This is an optimization exercise on Yosys and OpenROAD, whose aim is small area, not a production implementation. Only simulation tests tie the RTL to the original design; equivalence was not proved. The flow treats the clock pin as an ideal source, which a real chip does not have. Power figures rest on the tool's default switching activity, not on a simulated workload.

==> module rf_hold, before the edit <==
module rf_hold(input we, input we_n, input d, input q, output y);
    assign y = (we & d) | (we_n & q);
endmodule
==> module rf_and3, before the edit <==
module rf_and3(input a, input b, input c, output y);
    assign y = a & b & c;
endmodule
==> module rf_and2, before the edit <==
module rf_and2(input a, input b, output y);
    assign y = a & b;
endmodule
==> module cpu, before the edit <==
module cpu(
    input clk,
    input reset,
    output wire [9:0] imem_addr,
    input wire [17:0] imem_data,
    output wire [9:0] dmem_addr,
    output wire dmem_we,
    output wire [17:0] dmem_wdata,
    input wire [17:0] dmem_rdata,
    output wire [3:0] debug_opcode,
    output wire debug_pc_write,
    output wire debug_branch
);
    reg [9:0] program_counter;
    reg ZF_bit, CF_bit;
    reg [287:0] regs;
    reg [15:0] valid;
    wire [3:0] opcode = imem_data[17:14];
    wire [3:0] rd  = imem_data[13:10];
    wire [3:0] rs1 = imem_data[9:6];
    wire [3:0] rs2 = imem_data[3:0];
    wire [9:0] addr = imem_data[9:0];
    wire is_st  = opcode == 4'd9;
    wire is_cmp = opcode == 4'd10;
    wire is_ld  = opcode == 4'd8;
    wire reg_write = (opcode != 4'd0) && (opcode[3] == 1'b0 ? opcode != 4'd7 : is_ld);
    wire use_rd = is_cmp | is_st;
    wire use_imm = (opcode == 4'd2) | (opcode == 4'd4);
    wire [3:0] sel_a = use_rd ? rd : rs1;
    wire [3:0] a_lo = 4'd1 << sel_a[1:0];
    wire [3:0] a_hi = 4'd1 << sel_a[3:2];
    wire [3:0] b_lo = 4'd1 << rs2[1:0];
    wire [3:0] b_hi = use_imm ? 4'd0 : (4'd1 << rs2[3:2]);
    wire [15:0] oh_a, oh_b;
    genvar gs;
    generate
        for (gs = 0; gs < 16; gs = gs + 1) begin : rsel
            rf_and3 a(.a(valid[gs]), .b(a_hi[gs / 4]), .c(a_lo[gs % 4]), .y(oh_a[gs]));
            rf_and3 b(.a(valid[gs]), .b(b_hi[gs / 4]), .c(b_lo[gs % 4]), .y(oh_b[gs]));
        end
    endgenerate
    wire [287:0] regs_flat = regs;
    wire [17:0] rdata_a, opb;
    register_file port_a(.sel(oh_a), .regs(regs_flat), .rdata(rdata_a));
    register_file_x port_b(.sel(oh_b), .regs(regs_flat), .xs(use_imm), .imm(imem_data[5:0]), .rdata(opb));
    wire [17:0] write_data;
    wire zf_in, cf_in;
    wire k_add = (opcode == 4'd1) | (opcode == 4'd2);
    wire k_and = (opcode == 4'd3) | (opcode == 4'd4);
    wire k_nand = opcode == 4'd5;
    wire k_nor = opcode == 4'd6;
    alu my_alu(.a(rdata_a), .b(opb), .m(dmem_rdata), .sub(is_cmp),
               .k_ld(is_ld), .k_add(k_add), .k_and(k_and), .k_nand(k_nand), .k_nor(k_nor),
               .wd(write_data), .zf(zf_in), .cf(cf_in));
    wire branch, pc_write;
    control_unit cu(.opcode(opcode), .ZF(ZF_bit), .CF(CF_bit), .branch(branch), .pc_write(pc_write));
    wire [9:0] pc_next;
    pc_adder pc_add(.pc(program_counter), .pcw(pc_write), .addr(addr), .nxt(pc_next));
    wire [3:0] rd_lo = 4'd1 << rd[1:0];
    wire [3:0] rd_hi = reg_write ? (4'd1 << rd[3:2]) : 4'd0;
    wire [15:0] we_oh, we_n;
    genvar gw;
    generate
        for (gw = 0; gw < 16; gw = gw + 1) begin : wdec
            rf_and2  a(.a(rd_hi[gw / 4]), .b(rd_lo[gw % 4]), .y(we_oh[gw]));
            rf_nand2 n(.a(rd_hi[gw / 4]), .b(rd_lo[gw % 4]), .y(we_n[gw]));
        end
    endgenerate
    wire [287:0] regs_next;
    genvar gi, gb;
    generate
        for (gi = 0; gi < 16; gi = gi + 1) begin : wr
            for (gb = 0; gb < 18; gb = gb + 1) begin : b
                rf_hold h(.we(we_oh[gi]), .we_n(we_n[gi]), .d(write_data[gb]),
                          .q(regs[18*gi + gb]), .y(regs_next[18*gi + gb]));
            end
        end
    endgenerate
    always @(posedge clk) begin
        regs <= regs_next;
    end
    always @(posedge clk or posedge reset) begin
        if (reset) begin
            valid <= 16'd0;
            program_counter <= 10'd1023;
            ZF_bit <= 1'b0;
            CF_bit <= 1'b0;
        end else begin
            valid <= valid | we_oh;
            if (is_cmp) begin
                ZF_bit <= zf_in;
                CF_bit <= cf_in;
            end
            program_counter <= pc_next;
        end
    end
    assign imem_addr = program_counter;
    assign dmem_addr = addr;
    assign dmem_we = is_st;
    assign dmem_wdata = rdata_a;
    assign debug_opcode = opcode;
    assign debug_pc_write = pc_write;
    assign debug_branch = branch;
endmodule
==> flow/config.mk <==
export PLATFORM = sky130hd
export DESIGN_NAME = cpu
export DESIGN_NICKNAME = cpu
export VERILOG_FILES = /design/flow/design.v
export SDC_FILE = /design/flow/constraint.sdc
export NUM_CORES = 4
export LEC_CHECK = 0
export CAP_MARGIN = 20
export CORE_MARGIN = 2
export CORE_UTILIZATION = 50
export SLEW_MARGIN = 20
export SYNTH_HIERARCHICAL = 1
export SYNTH_MINIMUM_KEEP_SIZE = 0
==> flow/constraint.sdc <==
create_clock -name core_clock -period 7.0 [get_ports {clk}]
set_input_delay 1.4000 -clock core_clock [delete_from_list [all_inputs] [get_ports {clk}]]
set_output_delay 1.4000 -clock core_clock [all_outputs]
set_load 0.01 [all_outputs]
standard.sh (not shown) runs the stock make flow with config.mk's settings and CLKGATE_MAP_FILE= SYNTH_SCRIPT=/design/flow/synth_recipe.tcl, a recipe that flattens the netlist after the stock synthesis.
==> flow/flow/run.sh <==
#!/bin/bash
set -euo pipefail
export BUFFER_PORTS_ARGS="-buffer_cell sky130_fd_sc_hd__buf_1"
export CTS_ARGS="-sink_clustering_enable -repair_clock_nets -dont_use_dummy_load -buf_list sky130_fd_sc_hd__clkbuf_4 -sink_clustering_size 8 -sink_clustering_max_diameter 40"
bash standard.sh cts > flow_cts.log 2>&1
R=orfs/results/sky130hd/cpu/base
DS_IN=$R/4_cts.odb DS_OUT=$R/4_cts_ds.odb DS_SDC=$R/4_cts.sdc DS_MARGIN=0.7 \
  openroad -no_init -exit flow/downsize.tcl > downsize.log 2>&1
mv -f $R/4_cts_ds.odb $R/4_cts.odb
bash standard.sh > flow.log 2>&1
Other scripts of this flow, unchanged in this note and not shown: flow/flow/downsize.tcl
==> next run, changes <==
--- a/flow/design.v
+++ b/flow/design.v
@@ -286,15 +286,6 @@
 module rf_aoi222(input a0, input b0, input a1, input b1, input a2, input b2, output y);
     assign y = ~((a0 & b0) | (a1 & b1) | (a2 & b2));
 endmodule
-module rf_hold(input we, input we_n, input d, input q, output y);
-    assign y = (we & d) | (we_n & q);
-endmodule
-module rf_and3(input a, input b, input c, output y);
-    assign y = a & b & c;
-endmodule
-module rf_and2(input a, input b, output y);
-    assign y = a & b;
-endmodule
 module rf_nand2(input a, input b, output y);
     assign y = ~(a & b);
 endmodule
@@ -364,7 +355,7 @@
 );
     reg [9:0] program_counter;
     reg ZF_bit, CF_bit;
-    reg [287:0] regs;
+    reg [17:0] regs [0:15];
     reg [15:0] valid;
     wire [3:0] opcode = imem_data[17:14];
     wire [3:0] rd  = imem_data[13:10];
@@ -377,20 +368,18 @@
     wire reg_write = (opcode != 4'd0) && (opcode[3] == 1'b0 ? opcode != 4'd7 : is_ld);
     wire use_rd = is_cmp | is_st;
     wire use_imm = (opcode == 4'd2) | (opcode == 4'd4);
-    wire [3:0] sel_a = use_rd ? rd : rs1;
-    wire [3:0] a_lo = 4'd1 << sel_a[1:0];
-    wire [3:0] a_hi = 4'd1 << sel_a[3:2];
-    wire [3:0] b_lo = 4'd1 << rs2[1:0];
-    wire [3:0] b_hi = use_imm ? 4'd0 : (4'd1 << rs2[3:2]);
-    wire [15:0] oh_a, oh_b;
-    genvar gs;
+    wire [15:0] rd_oh  = 16'd1 << rd;
+    wire [15:0] rs1_oh = 16'd1 << rs1;
+    wire [15:0] rs2_oh = 16'd1 << rs2;
+    wire [15:0] oh_a = (use_rd ? rd_oh : rs1_oh) & valid;
+    wire [15:0] oh_b = use_imm ? 16'd0 : rs2_oh & valid;
+    wire [287:0] regs_flat;
+    genvar gi;
     generate
-        for (gs = 0; gs < 16; gs = gs + 1) begin : rsel
-            rf_and3 a(.a(valid[gs]), .b(a_hi[gs / 4]), .c(a_lo[gs % 4]), .y(oh_a[gs]));
-            rf_and3 b(.a(valid[gs]), .b(b_hi[gs / 4]), .c(b_lo[gs % 4]), .y(oh_b[gs]));
+        for (gi = 0; gi < 16; gi = gi + 1) begin : flat
+            assign regs_flat[18*gi +: 18] = regs[gi];
         end
     endgenerate
-    wire [287:0] regs_flat = regs;
     wire [17:0] rdata_a, opb;
     register_file port_a(.sel(oh_a), .regs(regs_flat), .rdata(rdata_a));
     register_file_x port_b(.sel(oh_b), .regs(regs_flat), .xs(use_imm), .imm(imem_data[5:0]), .rdata(opb));
@@ -407,28 +396,8 @@
     control_unit cu(.opcode(opcode), .ZF(ZF_bit), .CF(CF_bit), .branch(branch), .pc_write(pc_write));
     wire [9:0] pc_next;
     pc_adder pc_add(.pc(program_counter), .pcw(pc_write), .addr(addr), .nxt(pc_next));
-    wire [3:0] rd_lo = 4'd1 << rd[1:0];
-    wire [3:0] rd_hi = reg_write ? (4'd1 << rd[3:2]) : 4'd0;
-    wire [15:0] we_oh, we_n;
-    genvar gw;
-    generate
-        for (gw = 0; gw < 16; gw = gw + 1) begin : wdec
-            rf_and2  a(.a(rd_hi[gw / 4]), .b(rd_lo[gw % 4]), .y(we_oh[gw]));
-            rf_nand2 n(.a(rd_hi[gw / 4]), .b(rd_lo[gw % 4]), .y(we_n[gw]));
-        end
-    endgenerate
-    wire [287:0] regs_next;
-    genvar gi, gb;
-    generate
-        for (gi = 0; gi < 16; gi = gi + 1) begin : wr
-            for (gb = 0; gb < 18; gb = gb + 1) begin : b
-                rf_hold h(.we(we_oh[gi]), .we_n(we_n[gi]), .d(write_data[gb]),
-                          .q(regs[18*gi + gb]), .y(regs_next[18*gi + gb]));
-            end
-        end
-    endgenerate
     always @(posedge clk) begin
-        regs <= regs_next;
+        if (reg_write) regs[rd] <= write_data;
     end
     always @(posedge clk or posedge reset) begin
         if (reset) begin
@@ -437,7 +406,7 @@
             ZF_bit <= 1'b0;
             CF_bit <= 1'b0;
         end else begin
-            valid <= valid | we_oh;
+            if (reg_write) valid[rd] <= 1'b1;
             if (is_cmp) begin
                 ZF_bit <= zf_in;
                 CF_bit <= cf_in;
Die area goes up by 3.7%.
Maximum frequency goes up by 0.85%.
Total power goes down by about 5%.
Sequential power goes down by about 5%.
First-iteration DRC count goes down by about 16%.
Clock skew goes down by 0.016 ns.
Global-route usage goes down by 7.6 points.
Utilization goes up by 0.27 points.
Register-to-register slack is about the same.
Setup slack improves by 0.055 ns.

separate check: timing with driven ports:
How much do the figures lean on ideal ports? The routed layouts below were timed once more, with nothing changed but the port constraints.
Step 1 sets driving cells, clkbuf_16 on the clock port and buf_2 on the other inputs (assumed; they add their load-dependent delay and slew).
Step 2 times the ports against the registers' clock, not the clock port: input delays grow and output delays shrink by t, the midpoint of the rising clock arrivals with the driver on.
a / b / c = no drivers / after step 1 / after step 2; a / b = the first two.
| run | t, ns | setup slack, ns | worst setup path at the end | latest minus earliest clock arrival (ns) |
|---|---|---|---|---|
| the first run | 0.725 | 0.482 / 0.498 / -0.227 | input to register | 0.108 / 0.108 |
| the second run | 0.698 | 0.537 / 0.554 / -0.144 | input to register | 0.092 / 0.092 |
With both steps, setup timing fails in the first run and the second run, where it was met with ideal ports. The setup slack of the first run, which loses most, moves by +0.016 ns with the drivers and by -0.709 ns with both steps.
